This is an optimization exercise on Yosys and OpenROAD, whose aim is small area and a short achievable clock period, not a production implementation. Where RTL was checked, it was by simulation tests only, not by an equivalence proof against the original. The RTL of runs 4 and 5 was laid out without a check of its function. In runs 1 to 4 the design's own scripts or RTL, not TritonCTS, make the clock network. No driver is modelled on the clock port, so clock power and skew are understated where the tree is cut down; a real chip needs a root buffer or a tree. No activity file was given, so power comes from the tool's default toggle rates.

File: design/flow/design.v
`timescale 1ns / 1ps
module alu_top (
	input clk,
	input [31:0] a, b,
	input cin, binv, sel1, sel0,
	output reg [31:0] result,
	output reg co, zero, ovr);
	reg [31:0] a_q, b_q;
	reg cin_q, binv_q, sel1_q, sel0_q;
	wire [31:0] result_d;
	wire co_d, zero_d, ovr_d;
	always @(posedge clk) begin
		a_q <= a;
		b_q <= b;
		cin_q <= cin;
		binv_q <= binv;
		sel1_q <= sel1;
		sel0_q <= sel0;
		result <= result_d;
		co <= co_d;
		zero <= zero_d;
		ovr <= ovr_d;
	end
	DRAP_ALU u_alu (.result(result_d), .co(co_d), .zero(zero_d), .ovr(ovr_d),
		.a(a_q), .b(b_q), .cin(cin_q), .binv(binv_q), .sel1(sel1_q), .sel0(sel0_q));
endmodule

`timescale 1ns / 1ps
module DRAP_ALU (
output [31:0] result,
output co, zero, ovr,
input [31:0] a, b,
input cin, binv,
input sel1, sel0);
wire isadd, isslt, nisadd, nsel1, sor;
alu_dec u_dec (isadd, isslt, nisadd, nsel1, sor, sel1, sel0);
wire [31:0] bm, g, p, lgn, sumn;
alu_xor2  u_bm [31:0] (bm, b, {32{binv}});    
alu_ha    u_pg [31:0] (p, g, a, bm);          
alu_aoi22 u_lg [31:0] (lgn, nsel1, g, sor, p);  
wire G1;
alu_aoi21 u_G1 (G1, g[0], p[0], cin);
wire G2;
alu_aoi21 u_G2 (G2, g[2], p[2], g[1]);
wire T3;
alu_nand2 u_T3 (T3, p[2], p[1]);
wire G4;
alu_aoi21 u_G4 (G4, g[4], p[4], g[3]);
wire T5;
alu_nand2 u_T5 (T5, p[4], p[3]);
wire G6;
alu_aoi21 u_G6 (G6, g[6], p[6], g[5]);
wire T7;
alu_nand2 u_T7 (T7, p[6], p[5]);
wire G8;
alu_aoi21 u_G8 (G8, g[8], p[8], g[7]);
wire T9;
alu_nand2 u_T9 (T9, p[8], p[7]);
wire G10;
alu_aoi21 u_G10 (G10, g[10], p[10], g[9]);
wire T11;
alu_nand2 u_T11 (T11, p[10], p[9]);
wire G12;
alu_aoi21 u_G12 (G12, g[12], p[12], g[11]);
wire T13;
alu_nand2 u_T13 (T13, p[12], p[11]);
wire G14;
alu_aoi21 u_G14 (G14, g[14], p[14], g[13]);
wire T15;
alu_nand2 u_T15 (T15, p[14], p[13]);
wire G16;
alu_aoi21 u_G16 (G16, g[16], p[16], g[15]);
wire T17;
alu_nand2 u_T17 (T17, p[16], p[15]);
wire G18;
alu_aoi21 u_G18 (G18, g[18], p[18], g[17]);
wire T19;
alu_nand2 u_T19 (T19, p[18], p[17]);
wire G20;
alu_aoi21 u_G20 (G20, g[20], p[20], g[19]);
wire T21;
alu_nand2 u_T21 (T21, p[20], p[19]);
wire G22;
alu_aoi21 u_G22 (G22, g[22], p[22], g[21]);
wire T23;
alu_nand2 u_T23 (T23, p[22], p[21]);
wire G24;
alu_aoi21 u_G24 (G24, g[24], p[24], g[23]);
wire T25;
alu_nand2 u_T25 (T25, p[24], p[23]);
wire G26;
alu_aoi21 u_G26 (G26, g[26], p[26], g[25]);
wire T27;
alu_nand2 u_T27 (T27, p[26], p[25]);
wire G28;
alu_aoi21 u_G28 (G28, g[28], p[28], g[27]);
wire T29;
alu_nand2 u_T29 (T29, p[28], p[27]);
wire G30;
alu_aoi21 u_G30 (G30, g[30], p[30], g[29]);
wire T31;
alu_nand2 u_T31 (T31, p[30], p[29]);
wire G32;
alu_oai21 u_G32 (G32, G2, T3, G1);
wire G33;
alu_oai21 u_G33 (G33, G6, T7, G4);
wire T34;
alu_nor2 u_T34 (T34, T7, T5);
wire G35;
alu_oai21 u_G35 (G35, G10, T11, G8);
wire T36;
alu_nor2 u_T36 (T36, T11, T9);
wire G37;
alu_oai21 u_G37 (G37, G14, T15, G12);
wire T38;
alu_nor2 u_T38 (T38, T15, T13);
wire G39;
alu_oai21 u_G39 (G39, G18, T19, G16);
wire T40;
alu_nor2 u_T40 (T40, T19, T17);
wire G41;
alu_oai21 u_G41 (G41, G22, T23, G20);
wire T42;
alu_nor2 u_T42 (T42, T23, T21);
wire G43;
alu_oai21 u_G43 (G43, G26, T27, G24);
wire T44;
alu_nor2 u_T44 (T44, T27, T25);
wire G45;
alu_oai21 u_G45 (G45, G30, T31, G28);
wire T46;
alu_nor2 u_T46 (T46, T31, T29);
wire G47;
alu_aoi21 u_G47 (G47, G33, T34, G32);
wire G48;
alu_aoi21 u_G48 (G48, G37, T38, G35);
wire T49;
alu_nand2 u_T49 (T49, T38, T36);
wire G50;
alu_aoi21 u_G50 (G50, G41, T42, G39);
wire T51;
alu_nand2 u_T51 (T51, T42, T40);
wire G52;
alu_aoi21 u_G52 (G52, G45, T46, G43);
wire T53;
alu_nand2 u_T53 (T53, T46, T44);
wire G54;
alu_oai21 u_G54 (G54, G48, T49, G47);
wire G55;
alu_oai21 u_G55 (G55, G52, T53, G50);
wire T56;
alu_nor2 u_T56 (T56, T53, T51);
wire G57;
alu_aoi21 u_G57 (G57, G55, T56, G54);
wire n58;
alu_inv u_n58 (n58, G54);
wire G59;
alu_oai21 u_G59 (G59, G50, T51, n58);
wire n60;
alu_inv u_n60 (n60, G47);
wire G61;
alu_aoi21 u_G61 (G61, G35, T36, n60);
wire G62;
alu_aoi21 u_G62 (G62, G39, T40, G54);
wire G63;
alu_aoi21 u_G63 (G63, G43, T44, G59);
wire n64;
alu_inv u_n64 (n64, G32);
wire G65;
alu_oai21 u_G65 (G65, G4, T5, n64);
wire G66;
alu_oai21 u_G66 (G66, G8, T9, G47);
wire G67;
alu_oai21 u_G67 (G67, G12, T13, G61);
wire G68;
alu_oai21 u_G68 (G68, G16, T17, n58);
wire G69;
alu_oai21 u_G69 (G69, G20, T21, G62);
wire n70;
alu_inv u_n70 (n70, G59);
wire G71;
alu_oai21 u_G71 (G71, G24, T25, n70);
wire G72;
alu_oai21 u_G72 (G72, G28, T29, G63);
wire n73;
alu_inv u_n73 (n73, G1);
wire G74;
alu_aoi21 u_G74 (G74, g[1], p[1], n73);
wire G75;
alu_aoi21 u_G75 (G75, g[3], p[3], G32);
wire G76;
alu_aoi21 u_G76 (G76, g[5], p[5], G65);
wire G77;
alu_aoi21 u_G77 (G77, g[7], p[7], n60);
wire G78;
alu_aoi21 u_G78 (G78, g[9], p[9], G66);
wire n79;
alu_inv u_n79 (n79, G61);
wire G80;
alu_aoi21 u_G80 (G80, g[11], p[11], n79);
wire G81;
alu_aoi21 u_G81 (G81, g[13], p[13], G67);
wire G82;
alu_aoi21 u_G82 (G82, g[15], p[15], G54);
wire G83;
alu_aoi21 u_G83 (G83, g[17], p[17], G68);
wire n84;
alu_inv u_n84 (n84, G62);
wire G85;
alu_aoi21 u_G85 (G85, g[19], p[19], n84);
wire G86;
alu_aoi21 u_G86 (G86, g[21], p[21], G69);
wire G87;
alu_aoi21 u_G87 (G87, g[23], p[23], G59);
wire G88;
alu_aoi21 u_G88 (G88, g[25], p[25], G71);
wire n89;
alu_inv u_n89 (n89, G63);
wire G90;
alu_aoi21 u_G90 (G90, g[27], p[27], n89);
wire G91;
alu_aoi21 u_G91 (G91, g[29], p[29], G72);
alu_xnor2 u_s0 (sumn[0], p[0], cin);
alu_xor2 u_s1 (sumn[1], p[1], G1);
alu_xor2 u_s2 (sumn[2], p[2], G74);
alu_xnor2 u_s3 (sumn[3], p[3], G32);
alu_xor2 u_s4 (sumn[4], p[4], G75);
alu_xnor2 u_s5 (sumn[5], p[5], G65);
alu_xor2 u_s6 (sumn[6], p[6], G76);
alu_xor2 u_s7 (sumn[7], p[7], G47);
alu_xor2 u_s8 (sumn[8], p[8], G77);
alu_xnor2 u_s9 (sumn[9], p[9], G66);
alu_xor2 u_s10 (sumn[10], p[10], G78);
alu_xor2 u_s11 (sumn[11], p[11], G61);
alu_xor2 u_s12 (sumn[12], p[12], G80);
alu_xnor2 u_s13 (sumn[13], p[13], G67);
alu_xor2 u_s14 (sumn[14], p[14], G81);
alu_xnor2 u_s15 (sumn[15], p[15], G54);
alu_xor2 u_s16 (sumn[16], p[16], G82);
alu_xnor2 u_s17 (sumn[17], p[17], G68);
alu_xor2 u_s18 (sumn[18], p[18], G83);
alu_xor2 u_s19 (sumn[19], p[19], G62);
alu_xor2 u_s20 (sumn[20], p[20], G85);
alu_xnor2 u_s21 (sumn[21], p[21], G69);
alu_xor2 u_s22 (sumn[22], p[22], G86);
alu_xnor2 u_s23 (sumn[23], p[23], G59);
alu_xor2 u_s24 (sumn[24], p[24], G87);
alu_xnor2 u_s25 (sumn[25], p[25], G71);
alu_xor2 u_s26 (sumn[26], p[26], G88);
alu_xor2 u_s27 (sumn[27], p[27], G63);
alu_xor2 u_s28 (sumn[28], p[28], G90);
alu_xnor2 u_s29 (sumn[29], p[29], G72);
alu_xor2 u_s30 (sumn[30], p[30], G91);
alu_xor2 u_s31 (sumn[31], p[31], G57);
alu_oai21 u_r1 (result[1], lgn[1], nisadd, sumn[1]);
alu_oai21 u_r2 (result[2], lgn[2], nisadd, sumn[2]);
alu_oai21 u_r3 (result[3], lgn[3], nisadd, sumn[3]);
alu_oai21 u_r4 (result[4], lgn[4], nisadd, sumn[4]);
alu_oai21 u_r5 (result[5], lgn[5], nisadd, sumn[5]);
alu_oai21 u_r6 (result[6], lgn[6], nisadd, sumn[6]);
alu_oai21 u_r7 (result[7], lgn[7], nisadd, sumn[7]);
alu_oai21 u_r8 (result[8], lgn[8], nisadd, sumn[8]);
alu_oai21 u_r9 (result[9], lgn[9], nisadd, sumn[9]);
alu_oai21 u_r10 (result[10], lgn[10], nisadd, sumn[10]);
alu_oai21 u_r11 (result[11], lgn[11], nisadd, sumn[11]);
alu_oai21 u_r12 (result[12], lgn[12], nisadd, sumn[12]);
alu_oai21 u_r13 (result[13], lgn[13], nisadd, sumn[13]);
alu_oai21 u_r14 (result[14], lgn[14], nisadd, sumn[14]);
alu_oai21 u_r15 (result[15], lgn[15], nisadd, sumn[15]);
alu_oai21 u_r16 (result[16], lgn[16], nisadd, sumn[16]);
alu_oai21 u_r17 (result[17], lgn[17], nisadd, sumn[17]);
alu_oai21 u_r18 (result[18], lgn[18], nisadd, sumn[18]);
alu_oai21 u_r19 (result[19], lgn[19], nisadd, sumn[19]);
alu_oai21 u_r20 (result[20], lgn[20], nisadd, sumn[20]);
alu_oai21 u_r21 (result[21], lgn[21], nisadd, sumn[21]);
alu_oai21 u_r22 (result[22], lgn[22], nisadd, sumn[22]);
alu_oai21 u_r23 (result[23], lgn[23], nisadd, sumn[23]);
alu_oai21 u_r24 (result[24], lgn[24], nisadd, sumn[24]);
alu_oai21 u_r25 (result[25], lgn[25], nisadd, sumn[25]);
alu_oai21 u_r26 (result[26], lgn[26], nisadd, sumn[26]);
alu_oai21 u_r27 (result[27], lgn[27], nisadd, sumn[27]);
alu_oai21 u_r28 (result[28], lgn[28], nisadd, sumn[28]);
alu_oai21 u_r29 (result[29], lgn[29], nisadd, sumn[29]);
alu_oai21 u_r30 (result[30], lgn[30], nisadd, sumn[30]);
alu_oai21 u_r31 (result[31], lgn[31], nisadd, sumn[31]);
wire sum0, sum31, lg0;
alu_inv u_sum0 (sum0, sumn[0]);
alu_inv u_sum31 (sum31, sumn[31]);
alu_inv u_lg0 (lg0, lgn[0]);
alu_ao221 u_r0 (result[0], isadd, sum0, isslt, sum31, lg0);
wire nt31;
alu_nor2 u_nt31 (nt31, g[31], p[31]);
wire gn31, pn31;
alu_inv u_gn31 (gn31, g[31]);
alu_inv u_pn31 (pn31, p[31]);
alu_oai21 u_co (co, gn31, pn31, G57);
alu_mux2 u_ov (ovr, nt31, g[31], G57);
alu_zero32 u_zero (zero, result);
endmodule
module alu_dec (output isadd, isslt, nisadd, nsel1, sor, input sel1, sel0);
assign isadd = sel1 & ~sel0;
assign isslt = sel1 & sel0;
assign nisadd = ~sel1 | sel0;
assign nsel1 = ~sel1;
assign sor = ~sel1 & sel0;
endmodule
module alu_ha (output s, c, input a, b);
assign s = a ^ b;
assign c = a & b;
endmodule
module alu_aoi22 (output y, input a1, a2, b1, b2);
assign y = ~((a1 & a2) | (b1 & b2));
endmodule
module alu_inv (output y, input a);
assign y = ~a;
endmodule
module alu_nand2 (output y, input a, b);
assign y = ~(a & b);
endmodule
module alu_nor2 (output y, input a, b);
assign y = ~(a | b);
endmodule
module alu_xor2 (output y, input a, b);
assign y = a ^ b;
endmodule
module alu_xnor2 (output y, input a, b);
assign y = ~(a ^ b);
endmodule
module alu_andn (output y, input gn, tn);
assign y = gn & ~tn;
endmodule
module alu_oai22 (output y, input a1, a2, b1, b2);
assign y = ~((a1 | a2) & (b1 | b2));
endmodule
module alu_aoi21 (output y, input gh, th, gl);
assign y = ~(gh | (th & gl));
endmodule
module alu_oai21 (output y, input ghn, thn, gln);
assign y = ~(ghn & (thn | gln));
endmodule
module alu_ao21 (output y, input a1, a2, b1);
assign y = (a1 & a2) | b1;
endmodule
module alu_ao221 (output y, input a1, a2, b1, b2, c1);
assign y = (a1 & a2) | (b1 & b2) | c1;
endmodule
module alu_mux2 (output y, input d0, d1, s);
assign y = s ? d1 : d0;
endmodule
module alu_zero32 (output z, input [31:0] r);
assign z = ~|r;
endmodule
File: design/flow/flow/outbuf.tcl
# Buffer every output port (the inputs were buffered just before global placement).
set cell sky130_fd_sc_hd__buf_2
if {[info exists ::env(OUTBUF_CELL)]} { set cell $::env(OUTBUF_CELL) }
buffer_ports -outputs -buffer_cell $cell
File: design/flow/standard.sh
#!/bin/bash
# synth_recipe.tcl (not shown) runs the flow's synth.tcl, then flattens the netlist and writes it again
# the make line also repeats each setting of config.mk as NAME=value (left out here)
make -C /OpenROAD-flow-scripts/flow DESIGN_CONFIG=/design/flow/config.mk WORK_HOME=/design/flow/orfs CLKGATE_MAP_FILE= SYNTH_SCRIPT=/design/flow/synth_recipe.tcl "${@:-finish}"
File: design/flow/config.mk
export PLATFORM = sky130hd
export DESIGN_NAME = alu_top
export DESIGN_NICKNAME = alu_top
export VERILOG_FILES = /design/flow/design.v
export SDC_FILE = /design/flow/constraint.sdc
export NUM_CORES = 4
export LEC_CHECK = 0
export CAP_MARGIN = 20
export CORE_MARGIN = 2
export CORE_UTILIZATION = 40
export SLEW_MARGIN = 20
export SYNTH_HIERARCHICAL = 1
File: design/flow/flow/downsize.tcl
# Set every combinational cell to the smallest drive strength of its kind that the
# library offers and the platform allows; flip-flops are left as synthesis made them.
set n 0
foreach inst [[ord::get_db_block] getInsts] {
  set m [[$inst getMaster] getName]
  if {![regexp {^(sky130_fd_sc_hd__)([a-z0-9]+)_(\d+)$} $m -> pre fn sz]} { continue }
  if {[string match "df*" $fn] || [string match "conb" $fn]} { continue }
  foreach s {0 1 2} {
    if {$s >= $sz} { break }
    set cand ${pre}${fn}_$s
    if {[lsearch -exact $::env(DONT_USE_CELLS) $cand] >= 0} { continue }
    if {[get_lib_cells -quiet */$cand] eq ""} { continue }
    replace_cell [$inst getName] $cand
    incr n
    break
  }
}
puts "downsize.tcl: $n cells set to a smaller size"
File: design/flow/flow/settings.sh
export SETUP_SLACK_MARGIN=11.8
export OUTBUF_CELL=sky130_fd_sc_hd__buf_1
File: design/flow/constraint.sdc
create_clock -name core_clock -period 16.0 [get_ports {clk}]
set_input_delay 3.2000 -clock core_clock [delete_from_list [all_inputs] [get_ports {clk}]]
set_output_delay 3.2000 -clock core_clock [all_outputs]
set_load 0.01 [all_outputs]
File: design/flow/flow/run.sh
#!/bin/bash
# Layout flow: the standard ORFS flow (standard.sh, unchanged synthesis) with
#  - every non-sequential cell set to its smallest size right after synthesis, so that
#    the resizer sizes up only what timing needs (flow/downsize.tcl, before floorplan);
#  - port buffers buf_1 on inputs (BUFFER_PORTS_ARGS) and buf_2 on outputs
#    (flow/outbuf.tcl, right after global placement) instead of the default cell;
#  - a one-level clock tree: the clock port drives 4 clock buffers, each driving a
#    cluster of flip-flops (flow/clocktree.tcl, right after CTS);
#  - a setup margin for the resizer's timing repair (the clock and constraints are the standard flow's).
set -euo pipefail
HERE=$(pwd)
source "$HERE/flow/settings.sh"
export PRE_FLOORPLAN_TCL="$HERE/flow/downsize.tcl"
export BUFFER_PORTS_ARGS="-inputs -buffer_cell sky130_fd_sc_hd__buf_1"
export POST_GLOBAL_PLACE_TCL="$HERE/flow/outbuf.tcl"
export POST_CTS_TCL="$HERE/flow/clocktree.tcl"
# timing is repaired after the clock tree is replaced (global route step), not before
export SKIP_CTS_REPAIR_TIMING=1
bash standard.sh > "$HERE/standard_flow.log" 2>&1
File: design/flow/flow/clocktree.tcl
set nbuf 4
if {[info exists ::env(CLK_NBUF)]} { set nbuf $::env(CLK_NBUF) }
set bufcell sky130_fd_sc_hd__clkbuf_16
if {[info exists ::env(CLK_BUFCELL)]} { set bufcell $::env(CLK_BUFCELL) }
set block [ord::get_db_block]
set db [ord::get_db]
set clknet [$block findNet clk]
# walk the tree from the port: collect buffers, nets and flip-flop clock pins
set bufs {}
set nets {}
set sinks {}
set todo [list $clknet]
while {[llength $todo]} {
  set net [lindex $todo 0]
  set todo [lrange $todo 1 end]
  foreach it [$net getITerms] {
    if {![$it isInputSignal]} { continue }
    set inst [$it getInst]
    set m [[$inst getMaster] getName]
    if {[string match "*clkbuf*" $m] || [string match "*__buf_*" $m] || [string match "*clkinv*" $m] || [string match "*__inv_*" $m]} {
      set drives 0
      foreach o [$inst getITerms] {
        if {[$o isOutputSignal] && [$o getNet] ne "NULL"} { set drives 1 }
      }
      if {[string match "*inv*" $m] && $drives} { error "clocktree.tcl: inverter $m in the clock tree" }
      lappend bufs $inst
      foreach o [$inst getITerms] {
        if {[$o isOutputSignal] && [$o getNet] ne "NULL"} { lappend todo [$o getNet]; lappend nets [$o getNet] }
      }
    } elseif {![string match "*dfxtp*" $m] && [string match "clkload*" [$inst getName]]} {
      # a dummy load that CTS added for balancing: its output drives nothing
      foreach o [$inst getITerms] {
        if {[$o isOutputSignal] && [$o getNet] ne "NULL"} { error "clocktree.tcl: clock load [$inst getName] drives a net" }
      }
      lappend bufs $inst
    } else {
      lappend sinks $it
    }
  }
}
puts "clocktree.tcl: [llength $bufs] clock buffers, [llength $sinks] sinks"
foreach it $sinks {
  if {![string match "*dfxtp*" [[[$it getInst] getMaster] getName]]} { error "clocktree.tcl: unexpected clock sink [[$it getInst] getName]" }
}
# remove the old tree
foreach it $sinks { $it disconnect }
foreach inst $bufs { odb::dbInst_destroy $inst }
foreach net $nets { odb::dbNet_destroy $net }
# k-means on sink locations
set pts {}
foreach it $sinks {
  set bb [[$it getInst] getBBox]
  lappend pts [list [expr {([$bb xMin] + [$bb xMax]) / 2.0}] [expr {([$bb yMin] + [$bb yMax]) / 2.0}]]
}
set n [llength $pts]
set cent {}
set sorted [lsort -real -index 0 $pts]
for {set k 0} {$k < $nbuf} {incr k} { lappend cent [lindex $sorted [expr {int(($k + 0.5) * $n / $nbuf)}]] }
for {set iter 0} {$iter < 50} {incr iter} {
  set asg {}
  foreach p $pts {
    set best 0; set bd 1e30
    for {set k 0} {$k < $nbuf} {incr k} {
      set c [lindex $cent $k]
      set d [expr {pow([lindex $p 0] - [lindex $c 0], 2) + pow([lindex $p 1] - [lindex $c 1], 2)}]
      if {$d < $bd} { set bd $d; set best $k }
    }
    lappend asg $best
  }
  set nc {}
  for {set k 0} {$k < $nbuf} {incr k} {
    set sx 0; set sy 0; set c 0
    foreach p $pts a $asg { if {$a == $k} { set sx [expr {$sx + [lindex $p 0]}]; set sy [expr {$sy + [lindex $p 1]}]; incr c } }
    if {$c} { lappend nc [list [expr {$sx / $c}] [expr {$sy / $c}]] } else { lappend nc [lindex $cent $k] }
  }
  set cent $nc
}
set master [$db findMaster $bufcell]
for {set k 0} {$k < $nbuf} {incr k} {
  set inst [odb::dbInst_create $block $master "clkbuf_flat_$k"]
  set net [odb::dbNet_create $block "clknet_flat_$k"]
  $net setSigType CLOCK
  [$inst findITerm A] connect $clknet
  [$inst findITerm X] connect $net
  set c [lindex $cent $k]
  $inst setLocation [expr {int([lindex $c 0])}] [expr {int([lindex $c 1])}]
  $inst setPlacementStatus PLACED
  set cnt 0
  foreach it $sinks a $asg { if {$a == $k} { $it connect $net; incr cnt } }
  puts "clocktree.tcl: buffer $k at [lindex $c 0] [lindex $c 1] drives $cnt flip-flops"
}
detailed_placement
check_placement -verbose
estimate_parasitics -placement
report_clock_skew
report_worst_slack -max
report_worst_slack -min
==> impl_metrics.yaml, run 1 <==
sta:
  finalMaxSlewViolations: 0
  timing.slew.headroom: 0.280
  max_freq_mhz: 258
  setup_tns_ns: 0
  rsz0062_at_grt: "false"
  clock_skew_ns: 0.0158
  tightest_slew_ns: 1.08
  hold_viol: 0
  finalCritPeriodShare: 0.242
  setup_viol: 0
  fin_ws_ns: 12.13
  fin_crit_ns: 3.87
detailed_routing:
  dr.pass1.iters: 5
  routed_wirelength_mm: 8.45
  vias: 3038
  drtIter0Drc: 120
  ant_nets: 0
  drc: 0
  wire_per_inst_um: 13.6
  vias_per_cell: 4.90
synth:
  syn_inst: 378
  synth_nets: 479
  synth_warnings: 7
power_and_ir_drop:
  peakVddDrop_v: 0.0000845
  p_leak_uw: 0.00187
  cellPowerDensity_mw_per_mm2: 113
setup_path:
  cpMaxStageDelayCell: "dfxtp_1"
  worst-setup-path-type: "reg -> out"
  critPathMaxFanout: 1
  cp_top_family: "flip-flops"
  r2r_setup_slack_ns: 12.22
  cp-start-kind: "register"
  worstPathCellList: "buf_1"
  required_ns: 12.80
  cp.depth: 1
  max_stage_delay_ns: 0.36
  r2r-end: "zero"
  rr_startpoint: "binv_q"
  r2r_cells: 17
  crit_buf_inv: 1
  crit_arrival_ns: 0.67
  cp-end-kind: "primary output"
floorplanning:
  num_rows: 36
  io_pins: 104
  coreArea_mm2: 0.00973
  fp.dieH_um: 104
  chipWidth_um: 104
  start_util: 0.409
  die_area_mm2: 0.0108
placement:
  place_inst: 616
  post-place-ws_ns: 11.22
  dp_hpwl_mm: 6.23
  io_buffers: 103
final_layout:
  fin_cells: 620
  antennaDiodeCount: 0
  reg_top3: "a_q x32, b_q x32, result x32"
  fin_nets: 590
  drive_above_1_share: 0.0246
outcome:
  status: "finished clean"
worst_hold_path:
  hold_start: "a_q[31]"
  min_path_type: "reg -> reg"
  hold_end: "co"
  holdPathStages: 3
grt:
  grt_usage: 0.160
  grt_pass1_vias: 2971
  grt_pass1_wl_mm: 14.0
  grt_antenna_before_repair: 0
  grt_overflow_total: 0
  grt_max_degree: 33
clock_tree:
  clk_pin_slew_ns: 0.09
  insertion_delay_ns: 0.16
  cts_sinks: 103
flow_run:
  maxCapViolCount: 0
## worst max-delay path by stage
stage                      end   start  slack, ns
after floorplan           zero  binv_q      11.89
after global routing      zero  binv_q      11.90
after detailed placement  zero  binv_q      11.22
final                     zero    zero      12.13
after global placement    zero  binv_q      11.40
## power breakdown
group | switching, µW | internal, µW
clock network | 58.3 | 45.8
registers | 8.46 | 281
logic | 80.4 | 54.1
total | 147 | 381
## per-stage QoR
step	area, µm²	power (µW)	utilization	hold slack [ns]
after global routing	4670	560	0.480	0.724
after detailed placement	4550	427	0.467	0.664
after global placement	4420	417	0.454	0.637
final	4670	528	0.480	0.672
after floorplan	3980	388	-	0.596
## metal layers
metal | vias up | track usage | wire [µm]
li1 | 1559 | - | -
met1 | 1375 | 0.214 | 3880
met2 | 96 | 0.266 | 3960
met3 | 8 | 0.0289 | 483
met4 | 0 | 0.0473 | 121
met5 | - | 0 | 0
## cell type report
type	count	area, µm²
repair buffers	105	408
plain buffers	4	100
multi-input cells	261	1880
inverters	14	52.6
flip-flops and latches	103	2060
well taps	133	166
fillers	952	5060
## cell usage in the layout (no fill, tap or decap), drive strengths merged, types with 2 or more instances in the layout
cell type,n
o21ai,50
nor4,8
buf,104
dfxtp,103
xnor2,11
ha,32
inv,13
a22oi,32
clkbuf,5
nor2,10
a21oi,39
nand4,2
xor2,53
nand2,18
==> run 2, diff against run 1 <==
==> design/flow/flow/settings.sh (replaced) <==
export SETUP_SLACK_MARGIN=12.0
export OUTBUF_CELL=sky130_fd_sc_hd__buf_1
==> impl_metrics.yaml, run 2 <==
power_and_ir_drop:
  cellPowerDensity_mw_per_mm2: 111
  peakVddDrop_v: 0.0000860
  p_leak_uw: 0.00194
placement:
  dp_hpwl_mm: 6.08
  io_buffers: 103
  post-place-ws_ns: 11.18
flow_run:
  maxCapViolCount: 0
final_layout:
  layout_common_cells: "103 x buf_1, 102 x dfxtp_1, 53 x xor2_1"
  antennaDiodeCount: 0
  fin_nets: 601
  drive_above_1_share: 0.0462
  layout_commonest_cell: "buf_1"
  reg_top3: "a_q x32, b_q x32, result x32"
  fillers: 962
grt:
  grt_max_degree: 33
  grt_usage: 0.157
  grt_pass1_wl_mm: 13.8
  grt_antenna_before_repair: 0
  grt_overflow_total: 0
  grt_pass1_vias: 3011
sta:
  hold_viol: 0
  timing.slew.headroom: 0.297
  tightest_slew_ns: 1.05
  setup_tns_ns: 0
  max_freq_mhz: 257
  finalCritPeriodShare: 0.243
  setup_viol: 0
  finalMaxSlewViolations: 0
  fin_ws_ns: 12.12
  fin_crit_ns: 3.88
  rsz0062_at_grt: "false"
  clock_skew_ns: 0.0221
detailed_routing:
  dr.pass1.iters: 5
  vias_per_cell: 4.96
  wire_per_inst_um: 13.8
  vias: 3131
  drtIter0Drc: 102
  drc: 0
  ant_nets: 0
  routed_wirelength_mm: 8.70
setup_path:
  critPathMaxFanout: 1
  cpMaxStageDelayCell: "dfxtp_1"
  max_stage_delay_ns: 0.34
  worstPathCellList: "buf_1"
  required_ns: 12.80
  cp-start-kind: "register"
  cp_top_family: "flip-flops"
  worst-setup-path-type: "reg -> out"
  crit_buf_inv: 1
  cp-end-kind: "primary output"
  crit_arrival_ns: 0.68
floorplanning:
  chipWidth_um: 104
  io_pins: 104
  num_rows: 36
  fp.dieH_um: 104
  die_area_mm2: 0.0108
  start_util: 0.409
  coreArea_mm2: 0.00973
synth:
  syn_inst: 378
  synth_warnings: 7
  synth_nets: 479
worst_hold_path:
  min_path_type: "reg -> reg"
clock_tree:
  clk_pin_slew_ns: 0.10
  insertion_delay_ns: 0.16
  cts_sinks: 103
outcome:
  status: "finished clean"
==> run 2: path summary, 6_finish.rpt <==
path	start	endpoint	slack [ns]	depth (start not counted)
worst max-delay path	result[27]	result[27]	12.12	1
worst min-delay path	a_q[30]	result[30]	0.68	3
worst max register to register	binv_q	zero	12.37	17
worst min register to register	a_q[30]	result[30]	0.68	3
==> run 2: metal layers <==
layer | wire length [µm] | GRT usage
met4 | 209 | 0.0560
met5 | 0 | 0
met3 | 465 | 0.0302
met2 | 4010 | 0.264
met1 | 4010 | 0.200
==> run 2: layout make-up <==
class                   count  area (µm²)  area share
multi-input cells         261        1880       0.392
well taps                 133         166      0.0348
plain buffers               4         100      0.0209
inverters                  14        52.6      0.0110
repair buffers            116         524       0.109
flip-flops and latches    103        2070       0.431
==> run 2: where the power goes <==
group | switching (µW) | internal, µW | total [µW]
combinational | 81.4 | 56.8 | 138
sequential | 9.61 | 281 | 291
clock | 58.5 | 45.8 | 104
total | 149 | 384 | 533
==> run 2: per-stage QoR <==
| stage | cell area [µm²] | power, µW | std cells | hold WS [ns] | utilization |
|---|---|---|---|---|---|
| global route | 4790 | 564 | 631 | 0.735 | 0.492 |
| global placement | 4410 | 417 | 580 | 0.638 | 0.453 |
| floorplan | 3980 | 388 | 378 | 0.596 | - |
| finish | 4790 | 533 | 631 | 0.679 | 0.492 |
| detailed placement | 4540 | 427 | 615 | 0.656 | 0.467 |
==> run 3, diff against run 2 <==
--- a/design/flow/flow/run.sh
+++ b/design/flow/flow/run.sh
@@ -2,11 +2,13 @@
 # Layout flow: the standard ORFS flow (standard.sh, unchanged synthesis) with
 #  - every non-sequential cell set to its smallest size right after synthesis, so that
 #    the resizer sizes up only what timing needs (flow/downsize.tcl, before floorplan);
-#  - port buffers buf_1 on inputs (BUFFER_PORTS_ARGS) and buf_2 on outputs
-#    (flow/outbuf.tcl, right after global placement) instead of the default cell;
+#  - port buffers buf_1 on inputs (BUFFER_PORTS_ARGS) and on outputs (flow/outbuf.tcl,
+#    right after global placement, cell from OUTBUF_CELL) instead of the default cell;
 #  - a one-level clock tree: the clock port drives 4 clock buffers, each driving a
 #    cluster of flip-flops (flow/clocktree.tcl, right after CTS);
 #  - a setup margin for the resizer's timing repair (the clock and constraints are the standard flow's).
+# flow/settings.sh sets the margin and the output buffer cell. All tool output goes to
+# standard_flow.log here and to ORFS's own logs under orfs/logs.
 set -euo pipefail
 HERE=$(pwd)
 source "$HERE/flow/settings.sh"
==> design/flow/flow/settings.sh (replaced) <==
export SETUP_SLACK_MARGIN=11.8
export OUTBUF_CELL=sky130_fd_sc_hd__buf_1
==> impl_metrics.yaml, run 3 <==
outcome:
  status: "finished clean"
grt:
  grt_max_degree: 33
  grt_overflow_total: 0
  grt_usage: 0.160
  grt_pass1_vias: 2971
  grt_pass1_wl_mm: 14.0
  grt_antenna_before_repair: 0
sta:
  max_freq_mhz: 258
  timing.hold.ws_ns: 0.672
  clock_skew_ns: 0.0158
  finalMaxSlewViolations: 0
  rsz0062_at_grt: "false"
  setup_tns_ns: 0
  finalCritPeriodShare: 0.242
  setup_viol: 0
  timing.slew.headroom: 0.280
  fin_crit_ns: 3.87
  tightest_slew_ns: 1.08
  hold_viol: 0
final_layout:
  layout_commonest_cell: "buf_1"
  layout_common_cells: "103 x buf_1, 102 x dfxtp_1, 53 x xor2_1"
  antennaDiodeCount: 0
  final_cell_area_mm2: 0.00467
  fillers: 952
  reg_top3: "a_q x32, b_q x32, result x32"
  drive_above_1_share: 0.0246
  fin_nets: 590
  multiInputGateArea_mm2: 0.00188
  seqCellArea_mm2: 0.00206
setup_path:
  required_ns: 12.80
  worst-setup-path-type: "reg -> out"
  critPathMaxFanout: 1
  cp_top_family: "flip-flops"
  crit_buf_inv: 1
  cp-start-kind: "register"
  max_stage_delay_ns: 0.36
  worstPathCellList: "buf_1"
  cpMaxStageDelayCell: "dfxtp_1"
  crit_arrival_ns: 0.67
  r2r_setup_slack_ns: 12.22
  cp-end-kind: "primary output"
floorplanning:
  num_rows: 36
  die_area_mm2: 0.0108
  coreArea_mm2: 0.00973
  io_pins: 104
  fp.dieH_um: 104
  chipWidth_um: 104
  start_util: 0.409
clock_tree:
  insertion_delay_ns: 0.16
  clk_pin_slew_ns: 0.09
  cts_sinks: 103
placement:
  placed_cell_area_mm2: 0.00455
  io_buffers: 103
  dp_hpwl_mm: 6.23
power_and_ir_drop:
  p_int_uw: 381
  p_comb_frac: 0.255
  switching_power_uw: 147
  peakVddDrop_v: 0.0000845
  p_leak_uw: 0.00187
  netSwitchingFraction: 0.279
  cellPowerDensity_mw_per_mm2: 113
  pwr-share-clk: 0.197
  p_seq_frac: 0.548
  total_power_uw: 528
detailed_routing:
  drc: 0
  vias: 3038
  dr.pass1.iters: 5
  drtIter0Drc: 120
  ant_nets: 0
  routed_wirelength_mm: 8.45
  wire_per_inst_um: 13.6
  vias_per_cell: 4.90
synth:
  synth_nets: 479
  syn_inst: 378
  synth_warnings: 7
worst_hold_path:
  min_path_type: "reg -> reg"
flow_run:
  maxCapViolCount: 0
-- run 3: power by group through the flow --
stage	logic, µW	clock network [µW]	registers (µW)
final	134	104	290
after global routing	151	116	292
after detailed placement	132	0	295
after global placement	111	0	306
after floorplan	84.8	0	303
-- run 3: per-layer routing --
layer / up-vias / GRT usage / wire length (µm)
li1: 1559 / - / -
met2: 96 / 0.266 / 3960
met3: 8 / 0.0289 / 483
met4: 0 / 0.0473 / 121
met1: 1375 / 0.214 / 3880
met5: - / 0 / 0
-- run 3: cell type report --
class | count | share of cell area
sequential | 103 | 0.442
inverter | 14 | 0.0113
tap | 133 | 0.0356
multi-input combinational | 261 | 0.402
timing repair buffer | 105 | 0.0874
buffer | 4 | 0.0214
-- run 3: worst paths after layout --
| path | endpoint | cells after the start | from |
|---|---|---|---|
| max | zero | 1 | zero |
| min | co | 3 | a_q[31] |
| max reg2reg | zero | 17 | binv_q |
| min reg2reg | co | 3 | a_q[31] |
-- run 3: per-stage QoR --
step / util / std cells / worst slack, ns
2_1_floorplan: - / 378 / 11.89
3_3_place_gp: 0.454 / 581 / 11.40
3_5_place_dp: 0.467 / 616 / 11.22
5_1_grt: 0.480 / 620 / 11.90
6_report: 0.480 / 620 / 12.13
==> run 4, diff against run 3 <==
--- a/design/flow/design.v
+++ b/design/flow/design.v
@@ -295,7 +295,12 @@
 alu_inv u_pn31 (pn31, p[31]);
 alu_oai21 u_co (co, gn31, pn31, G57);
 alu_mux2 u_ov (ovr, nt31, g[31], G57);
-alu_zero32 u_zero (zero, result);
+wire zsn, zl, zln, en;
+alu_nand32 u_zs (zsn, sumn);           
+alu_and32 u_zl (zl, lgn);              
+alu_inv u_zln (zln, zl);
+alu_mux2 u_en (en, zln, sum31, isslt);   
+alu_mux2i u_z (zero, en, zsn, isadd);
 endmodule
 module alu_dec (output isadd, isslt, nisadd, nsel1, sor, input sel1, sel0);
 assign isadd = sel1 & ~sel0;
@@ -347,6 +352,26 @@
 module alu_mux2 (output y, input d0, d1, s);
 assign y = s ? d1 : d0;
 endmodule
-module alu_zero32 (output z, input [31:0] r);
-assign z = ~|r;
+module alu_mux2i (output y, input d0, d1, s);
+assign y = ~(s ? d1 : d0);
+endmodule
+module alu_and32 (output z, input [31:0] r);
+assign z = &r;
+endmodule
+module alu_nand32 (output z, input [31:0] r);
+wire [15:0] l1;
+wire [7:0] l2;
+wire [3:0] l3;
+wire [1:0] l4;
+alu_tnand2 u_l1 [15:0] (l1, r[31:16], r[15:0]);
+alu_tnor2 u_l2 [7:0] (l2, l1[15:8], l1[7:0]);
+alu_tnand2 u_l3 [3:0] (l3, l2[7:4], l2[3:0]);
+alu_tnor2 u_l4 [1:0] (l4, l3[3:2], l3[1:0]);
+alu_tnand2 u_l5 (z, l4[1], l4[0]);
+endmodule
+module alu_tnand2 (output y, input a, b);
+assign y = ~(a & b);
+endmodule
+module alu_tnor2 (output y, input a, b);
+assign y = ~(a | b);
 endmodule
==> design/flow/flow/run.sh (replaced) <==
#!/bin/bash
# Layout flow: the standard ORFS flow (standard.sh, unchanged synthesis) with
#  - every non-sequential cell set to its smallest size right after synthesis, so that
#    the resizer sizes up only what timing needs (flow/downsize.tcl, before floorplan);
#  - port buffers buf_1 on inputs (BUFFER_PORTS_ARGS) and buf_2 on outputs
#    (flow/outbuf.tcl, right after global placement) instead of the default cell;
#  - a one-level clock tree: the clock port drives 4 clock buffers, each driving a
#    cluster of flip-flops (flow/clocktree.tcl, right after CTS);
#  - a setup margin for the resizer's timing repair (the clock and constraints are the standard flow's).
set -euo pipefail
HERE=$(pwd)
source "$HERE/flow/settings.sh"
export PRE_FLOORPLAN_TCL="$HERE/flow/downsize.tcl"
export BUFFER_PORTS_ARGS="-inputs -buffer_cell sky130_fd_sc_hd__buf_1"
export POST_GLOBAL_PLACE_TCL="$HERE/flow/outbuf.tcl"
export POST_CTS_TCL="$HERE/flow/clocktree.tcl"
# timing is repaired after the clock tree is replaced (global route step), not before
export SKIP_CTS_REPAIR_TIMING=1
bash standard.sh > "$HERE/standard_flow.log" 2>&1
==> design/flow/flow/outbuf.tcl (replaced) <==
# Buffer every output port (the inputs were buffered just before global placement).
buffer_ports -outputs -buffer_cell sky130_fd_sc_hd__buf_2
==> design/flow/flow/settings.sh (replaced) <==
export SETUP_SLACK_MARGIN=12.0
==> impl_metrics.yaml, run 4 <==
outcome:
  status: "finished clean"
setup_path:
  worstPathCellList: "buf_2"
  crit_buf_inv: 1
  cpMaxStageDelayCell: "dfxtp_1"
  crit_arrival_ns: 0.66
  cp-start-kind: "register"
  rr_startpoint: "binv_q"
  max_stage_delay_ns: 0.36
  required_ns: 12.80
  cp_top_family: "flip-flops"
  critPathMaxFanout: 1
  cp-startpoint: "zero"
  cp-end-kind: "primary output"
  worst-setup-path-type: "reg -> out"
detailed_routing:
  drtIter0Drc: 211
  wire_per_inst_um: 14.0
  ant_nets: 0
  drc: 0
  vias: 3207
  dr.pass1.iters: 5
  vias_per_cell: 4.89
  routed_wirelength_mm: 9.18
sta:
  fin_crit_ns: 3.86
  setup_tns_ns: 0
  finalCritPeriodShare: 0.242
  setup_viol: 0
  max_freq_mhz: 259
  fin_ws_ns: 12.14
  tightest_slew_ns: 1.07
  hold_viol: 0
  rsz0062_at_grt: "false"
  finalMaxSlewViolations: 0
  timing.slew.headroom: 0.289
  timing.hold.ws_ns: 0.651
  clock_skew_ns: 0.0190
power_and_ir_drop:
  p_leak_uw: 0.00205
  pwr-share-clk: 0.188
  cellPowerDensity_mw_per_mm2: 113
  p_int_uw: 389
  p_seq_frac: 0.525
  peakVddDrop_v: 0.0000944
  p_comb_frac: 0.287
  total_power_uw: 550
  switching_power_uw: 161
  netSwitchingFraction: 0.293
final_layout:
  fin_nets: 623
  final_util: 0.479
  layout_common_cells: "102 x dfxtp_1, 68 x buf_1, 53 x xor2_1"
  antennaDiodeCount: 0
  reg_top3: "a_q x32, b_q x32, result x32"
  layout_commonest_cell: "dfxtp_1"
  drive_above_1_share: 0.0885
placement:
  post-place-ws_ns: 11.51
  dp_hpwl_mm: 7.06
  io_buffers: 103
floorplanning:
  chipWidth_um: 105
  fp.dieH_um: 105
  die_area_mm2: 0.0111
  start_util: 0.406
  io_pins: 104
  coreArea_mm2: 0.0101
  num_rows: 37
flow_run:
  maxCapViolCount: 0
grt:
  grt_usage: 0.167
  grt_overflow_total: 0
  grt_pass1_vias: 3140
  grt_antenna_before_repair: 0
  grt_pass1_wl_mm: 14.8
  grt_max_degree: 33
synth:
  syn_inst: 412
  synth_nets: 513
  synth_warnings: 7
worst_hold_path:
  hold_start: "a_q[31]"
  min_path_type: "reg -> reg"
clock_tree:
  clk_pin_slew_ns: 0.10
  insertion_delay_ns: 0.16
  cts_sinks: 103
[run 4: power groups by stage]
stage	sequential [µW]	clock, µW	combinational (µW)
detailed placement	295	0	154
global placement	306	0	130
finish	289	103	158
global route	292	116	176
floorplan	304	0	95.3
[run 4: tightest hold or removal path, stage by stage, from the launching register on]
cell	delay, ns
dfxtp_1	0.33
ha_1	0.20
inv_1	0.05
o21ai_0	0.06
[run 4: path summary, 6_finish.rpt]
| path | endpoint | slack (ns) | depth (start not counted) |
|---|---|---|---|
| worst max register to register | zero | 12.37 | 19 |
| worst max-delay path | zero | 12.14 | 1 |
| worst min register to register | co | 0.65 | 3 |
| worst min-delay path | co | 0.65 | 3 |
[run 4: final cells by class]
class	instances	area (µm²)
fillers	986	5280
flip-flops and latches	103	2060
multi-input cells	294	2020
repair buffers	104	444
well taps	136	170
plain buffers	4	100
inverters	15	56.3
[run 4: stage by stage]
step                cell area [µm²]  std cells
floorplan                      4120        412
global placement               4560        617
detailed placement             4740        652
global route                   4860        656
finish                         4860        656
[run 4: routing by layer]
metal	share of wire	wire length, µm	GRT usage	up-vias
li1	-	-	-	1661
met4	0.018	167	0.0489	0
met2	0.45	4120	0.263	144
met5	0	0	0	-
met3	0.077	703	0.0377	16
met1	0.46	4190	0.229	1386
==> run 5, diff against run 4 <==
--- a/design/flow/flow/clocktree.tcl
+++ b/design/flow/flow/clocktree.tcl
@@ -27,12 +27,6 @@
       foreach o [$inst getITerms] {
         if {[$o isOutputSignal] && [$o getNet] ne "NULL"} { lappend todo [$o getNet]; lappend nets [$o getNet] }
       }
-    } elseif {![string match "*dfxtp*" $m] && [string match "clkload*" [$inst getName]]} {
-      # a dummy load that CTS added for balancing: its output drives nothing
-      foreach o [$inst getITerms] {
-        if {[$o isOutputSignal] && [$o getNet] ne "NULL"} { error "clocktree.tcl: clock load [$inst getName] drives a net" }
-      }
-      lappend bufs $inst
     } else {
       lappend sinks $it
     }
==> impl_metrics.yaml, run 5 <==
floorplanning:
  io_pins: 104
  fp.dieH_um: 105
  num_rows: 37
  start_util: 0.406
  chipWidth_um: 105
synth:
  synth_warnings: 7
  syn_inst: 412
  synth_nets: 513
placement:
  dp_hpwl_mm: 7.06
  io_buffers: 103
outcome:
  stop_error: "Error: cts.tcl, 90 clocktree.tcl: unexpected clock sink clkload0"
  lastStage: "4_1_cts"
  status: "did not finish"
-- run 5: power groups by stage --
| stage | combinational (µW) | clock, µW | sequential (µW) |
|---|---|---|---|
| detailed placement | 154 | 0 | 295 |
| global placement | 130 | 0 | 306 |
| floorplan | 95.3 | 0 | 304 |
-- run 5: worst min-delay path by stage --
stage,start,endpoint,slack (ns),depth (start not counted)
floorplan,cin_q,result[0],0.59,3
global placement,a_q[31],co,0.64,3
detailed placement,a_q[31],co,0.64,3
-- run 5: metrics by stage --
stage	instance area [µm²]	total power, µW	setup slack, ns	instances	hold WS (ns)
floorplan	4120	399	12.01	412	0.593
global placement	4560	436	11.66	617	0.637
detailed placement	4740	450	11.51	652	0.645

[re-timing with driven ports]
No port has a modelled driver above. Below, the same layouts with a new extraction and two added sets of constraints.
Step 1 (the two cells are an assumption about what drives the block):
set clk [get_ports {clk}]
set_driving_cell -lib_cell sky130_fd_sc_hd__clkbuf_16 $clk
set_driving_cell -lib_cell sky130_fd_sc_hd__buf_2 [delete_from_list [all_inputs] $clk]
Step 2 times the ports against the registers' clock, not the clock port: input delays grow and output delays shrink by t, the midpoint of the rising clock arrivals with the driver on.
Three values: ideal ports, drivers, drivers and shift; two values: the first two.
run | t, ns | slack for setup (ns) | hold WS [ns] | slew at the worst register clock pin (ns)
run 1 | 0.233 | 12.128 / 12.048 / 12.218 | 0.672 / 0.672 / 0.672 | 0.10 / 0.10
run 2 | 0.233 | 12.115 / 12.035 / 12.268 | 0.679 / 0.679 / 0.679 | 0.10 / 0.10
run 3 | 0.233 | 12.128 / 12.048 / 12.218 | 0.672 / 0.672 / 0.672 | 0.10 / 0.10
run 4 | 0.234 | 12.136 / 12.056 / 12.290 | 0.651 / 0.651 / 0.651 | 0.10 / 0.10
After both steps every run listed still meets setup and hold.
